What follows belongs to an exercise in optimizing a design on an open flow for small area; a production flow would make more cautious choices. In this exercise RTL edits were held to simulation tests only and were not proved equivalent to the original. Power is estimated from default activity; no workload was simulated.

## top
module top
(
    input clk,
    input rst_n,
    input spi_sclk,
    input spi_din,
    output tr_pwr_p,
    output tr_pwr_n,
    output tr,
    output lo,
    output t_bite,
    output [5:0] tx_att,
    output tv,
    output [2:0] rx_ch_pwr_ctrl,
    output [2:0] rx_ch_ctrl,
    output [2:0] scl,
    input [2:0] sda_i,
    output [2:0] sda_o,
    output [2:0] sda_t,
    output [2:0] a0,
    output [2:0] a1,
    output [5:0] rx_ch1_pha,
    output [5:0] rx_ch2_pha,
    output [5:0] rx_ch3_pha,
    output trig,
    output osk_1,
    input dover_1,
    output dhold_1,
    output io_update_1,
    output master_reset_1,
    output dctrl_1,
    output [2 : 0] profile_select_1,
    output [3 : 0] function_select_1,
    output p_pwd_1,
    output p_rd_1,
    output p_wr_1,
    output [7 : 0] p_addr_1,
    input [7 : 0] p_data_in_1,
    output [7 : 0] p_data_out_1,
    output p_data_t_1,
    output osk_2,
    input dover_2,
    output dhold_2,
    output io_update_2,
    output master_reset_2,
    output dctrl_2,
    output [2 : 0] profile_select_2,
    output [3 : 0] function_select_2,
    output p_pwd_2,
    output p_rd_2,
    output p_wr_2,
    output [7 : 0] p_addr_2,
    input [7 : 0] p_data_in_2,
    output [7 : 0] p_data_out_2,
    output p_data_t_2
);
Size in the first run: ~4200 cells after synthesis, ~1300 flip-flops, roughly 140 I/O pins, roughly 48000 um2 of cells after synthesis.
Settings: LEC_CHECK=0, CAP_MARGIN=20, CORE_MARGIN=2, CORE_UTILIZATION=45, CTS_BUF_LIST=sky130_fd_sc_hd__clkbuf_4, CTS_CLUSTER_DIAMETER=50, CTS_CLUSTER_SIZE=10, PLACE_DENSITY=0.65, SLEW_MARGIN=20; clock period 10.0 ns.
standard.sh (not shown) runs the stock make flow with config.mk's settings and CLKGATE_MAP_FILE= SYNTH_SCRIPT=/design/flow/synth_recipe.tcl, a recipe that flattens the netlist after the stock synthesis.
==> flow/flow/run.sh <==
#!/bin/bash
# The standard layout (standard.sh), with two ORFS arguments changed:
#  - clock tree synthesis adds no dummy loads for balancing
#  - the buffers put on the input and output ports are buf_1 cells
# The full make output is in standard.log.
set -o pipefail
export CTS_ARGS="-sink_clustering_enable -repair_clock_nets -sink_clustering_size 10 -sink_clustering_max_diameter 50 -buf_list sky130_fd_sc_hd__clkbuf_4 -dont_use_dummy_load"
export BUFFER_PORTS_ARGS="-buffer_cell sky130_fd_sc_hd__buf_1"
bash standard.sh > standard.log 2>&1
Edit:
--- a/flow/design.v
+++ b/flow/design.v
@@ -168,19 +168,18 @@
     reg [5:0] byte_index;
     reg [7:0] acc_sum;
     reg ready_reg;
     assign ready = ready_reg;
     wire fill = (sta_cur == 4'd4);
     wire slide = (sta_cur == 4'd9);
     wire [7:0] fifo_byte = head;
-    wire rotate = (sta_cur == 4'd7) || ((sta_cur == 4'd8) && (byte_index == 6'd41));
     integer w;
     always @ (posedge clk) begin
-        if(fill || rotate) begin
-            win[41] <= fill ? fifo_byte : win[0];
+        if(fill) begin
+            win[41] <= fifo_byte;
             for(w = 0; w < 41; w = w + 1)
                 win[w] <= win[w + 1];
         end
     end
     genvar gk;
     generate
         for(gk = 0; gk < 42; gk = gk + 1) begin : g_win
@@ -237,61 +236,64 @@
     assign rx_ch1_att = cmd[31];
     assign rx_ch2_att = cmd[32];
     assign rx_ch3_att = cmd[33];
     assign rx_ch1_pha = {2'b00, out34};
     assign rx_ch2_pha = {2'b00, out35};
     assign rx_ch3_pha = {2'b00, out36};
     assign ct_period = {cmd[37],cmd[38],cmd[39],cmd[40]};
+    wire [7:0] slide_delta = cmd[41] - cmd[0];
     wire header_ok = (cmd[0] == 8'heb) && (cmd[1] == 8'h90);
     always @ (posedge clk) begin
         if(!rst) begin
             ready_reg <= 1'b0;
             sta_cur <= 4'd0;
         end
         else begin
             case (sta_cur)
                 4'd0 : begin
                     byte_index <= 6'd0;
+                    acc_sum <= 8'd0;
                     sta_cur <= 4'd1;
                 end
                 4'd1 : begin
                     if(!fifo_empty)
                         sta_cur <= 4'd2;
                 end
                 4'd2 : sta_cur <= 4'd3;
                 4'd3 : sta_cur <= 4'd4;
                 4'd4 : begin
                     byte_index <= byte_index + 6'd1;
+                    if(byte_index != 6'd41)
+                        acc_sum <= acc_sum + fifo_byte;
                     sta_cur <= 4'd5;
                 end
                 4'd5 : begin
                     if(byte_index != 6'd42)
                         sta_cur <= 4'd1;
                     else begin
                         byte_index <= 6'd0;
-                        acc_sum <= 8'd0;
                         if(header_ok)
                             sta_cur <= 4'd6;
-                        else
+                        else begin
+                            acc_sum <= acc_sum + slide_delta;
                             sta_cur <= 4'd9;
+                        end
                     end
                 end
-                4'd6 : begin
-                    acc_sum <= acc_sum + cmd[0];
-                    sta_cur <= 4'd7;
-                end
+                4'd6 : sta_cur <= 4'd7;
                 4'd7 : begin
                     byte_index <= byte_index + 6'd1;
                     sta_cur <= 4'd8;
                 end
                 4'd8 : begin
                     if(byte_index != 6'd41)
                         sta_cur <= 4'd6;
-                    else if(acc_sum != cmd[0]) begin
+                    else if(acc_sum != cmd[41]) begin
                         byte_index <= 6'd0;
+                        acc_sum <= acc_sum + slide_delta;
                         sta_cur <= 4'd9;
                     end
                     else
                         sta_cur <= 4'd12;
                 end
                 4'd9 : sta_cur <= 4'd10;
                 4'd10 : begin
Outcome:
- The new run passed the timing, DRC and antenna checks
- maximum frequency came out higher by 13%
- hold slack is about the same
- synthesized cell count came out higher by 0.46%
- power came out higher by 8.4%
- core utilization came out higher by 0.14 points
- die area came out higher by 0.93%
- cell area came out higher by 0.86%
- count of clock-buffer cells in the layout does not change

top with an RTL version that a note above also has.
Size: ~4200 cells after synthesis, roughly 1300 flip-flops, roughly 49000 um^2 of cells after synthesis.
Settings: LEC_CHECK=0, CAP_MARGIN=20, CORE_MARGIN=2, CORE_UTILIZATION=45, CTS_BUF_LIST=sky130_fd_sc_hd__clkbuf_8, CTS_CLUSTER_DIAMETER=70, CTS_CLUSTER_SIZE=16, PLACE_DENSITY=0.65, SLEW_MARGIN=20; clock period 10.0 ns.
==> flow/flow/run.sh <==
#!/bin/bash
# The standard layout (standard.sh), with two ORFS arguments changed:
#  - clock tree synthesis adds no dummy loads for balancing
#  - the buffers put on the input and output ports are buf_1 cells
# The full make output is in standard.log.
set -o pipefail
export CTS_ARGS="-sink_clustering_enable -repair_clock_nets -sink_clustering_size 16 -sink_clustering_max_diameter 70 -buf_list sky130_fd_sc_hd__clkbuf_8 -dont_use_dummy_load"
export BUFFER_PORTS_ARGS="-buffer_cell sky130_fd_sc_hd__buf_1"
bash standard.sh > standard.log 2>&1
The baseline passed the timing, DRC and antenna checks.
Rerun with:
--- a/flow/design.v
+++ b/flow/design.v
@@ -165,24 +165,25 @@
     );
     reg [7:0] win [0:41];
     wire [7:0] cmd [0:41];
     reg [5:0] byte_index;
     reg [7:0] acc_sum;
     reg ready_reg;
     assign ready = ready_reg;
     wire fill = (sta_cur == 4'd4);
     wire slide = (sta_cur == 4'd9);
     wire [7:0] fifo_byte = head;
+    wire rotate = (sta_cur == 4'd7) || ((sta_cur == 4'd8) && (byte_index == 6'd41));
     integer w;
     always @ (posedge clk) begin
-        if(fill) begin
-            win[41] <= fifo_byte;
+        if(fill || rotate) begin
+            win[41] <= fill ? fifo_byte : win[0];
             for(w = 0; w < 41; w = w + 1)
                 win[w] <= win[w + 1];
         end
     end
     genvar gk;
     generate
         for(gk = 0; gk < 42; gk = gk + 1) begin : g_win
             assign cmd[gk] = win[gk];
         end
     endgenerate
@@ -233,70 +234,67 @@
     assign rf_switch = out29[3];
     assign tx_att = {2'b00, out28};
     assign rx_ch_pwr_ctrl = out30;
     assign rx_ch1_att = cmd[31];
     assign rx_ch2_att = cmd[32];
     assign rx_ch3_att = cmd[33];
     assign rx_ch1_pha = {2'b00, out34};
     assign rx_ch2_pha = {2'b00, out35};
     assign rx_ch3_pha = {2'b00, out36};
     assign ct_period = {cmd[37],cmd[38],cmd[39],cmd[40]};
-    wire [7:0] slide_delta = cmd[41] - cmd[0];
     wire header_ok = (cmd[0] == 8'heb) && (cmd[1] == 8'h90);
     always @ (posedge clk) begin
         if(!rst) begin
             ready_reg <= 1'b0;
             sta_cur <= 4'd0;
         end
         else begin
             case (sta_cur)
                 4'd0 : begin
                     byte_index <= 6'd0;
-                    acc_sum <= 8'd0;
                     sta_cur <= 4'd1;
                 end
                 4'd1 : begin
                     if(!fifo_empty)
                         sta_cur <= 4'd2;
                 end
                 4'd2 : sta_cur <= 4'd3;
                 4'd3 : sta_cur <= 4'd4;
                 4'd4 : begin
                     byte_index <= byte_index + 6'd1;
-                    if(byte_index != 6'd41)
-                        acc_sum <= acc_sum + fifo_byte;
                     sta_cur <= 4'd5;
                 end
                 4'd5 : begin
                     if(byte_index != 6'd42)
                         sta_cur <= 4'd1;
                     else begin
                         byte_index <= 6'd0;
+                        acc_sum <= 8'd0;
                         if(header_ok)
                             sta_cur <= 4'd6;
-                        else begin
-                            acc_sum <= acc_sum + slide_delta;
+                        else
                             sta_cur <= 4'd9;
-                        end
                     end
                 end
-                4'd6 : sta_cur <= 4'd7;
+                4'd6 : begin
+                    acc_sum <= acc_sum + cmd[0];
+                    sta_cur <= 4'd7;
+                end
                 4'd7 : begin
                     byte_index <= byte_index + 6'd1;
                     sta_cur <= 4'd8;
                 end
                 4'd8 : begin
                     if(byte_index != 6'd41)
                         sta_cur <= 4'd6;
-                    else if(acc_sum != cmd[41]) begin
+                    else if(acc_sum != cmd[0]) begin
                         byte_index <= 6'd0;
-                        acc_sum <= acc_sum + slide_delta;
                         sta_cur <= 4'd9;
                     end
                     else
                         sta_cur <= 4'd12;
                 end
                 4'd9 : sta_cur <= 4'd10;
                 4'd10 : begin
                     byte_index <= byte_index + 6'd1;
                     sta_cur <= 4'd11;
                 end
=> Area after synthesis decreases by 0.93%. Routed wire length increases by 0.83%. Non-clock buffer count went down by 6. Via count came out lower by 0.85%. Register-to-register slack degrades by 0.21 ns. Sequential cell count stays the same. Worst setup slack gets worse by 0.66 ns. Synthesized cell count goes down by 0.45%.

## static timing again, ports no longer ideal
Ports are ideal in the flow. The routed layouts listed here were re-timed in OpenROAD.
Step 1: set_driving_cell puts a clkbuf_16 on clk and a buf_2 on each other input, an assumption about the parent block.
Step 2 moves the port delays by t, midway between the first and last clock arrival at a register: inputs arrive t later, outputs are due t later. That takes back most of the time a late clock gives input paths.
Three values: ideal, step 1, step 2; two values: the first two.
run	t, ns	setup WS [ns]	cell pins on the clock port's net
the first run of note 1	1.106	3.948 / 3.881 / 4.987	1
the second run of note 1	1.107	4.630 / 4.563 / 5.521	1
the first run of note 2	0.813	4.957 / 4.890 / 5.530	1
the second run of note 2	0.821	4.295 / 4.224 / 5.045	1
After both steps setup and hold are still met in every run listed.
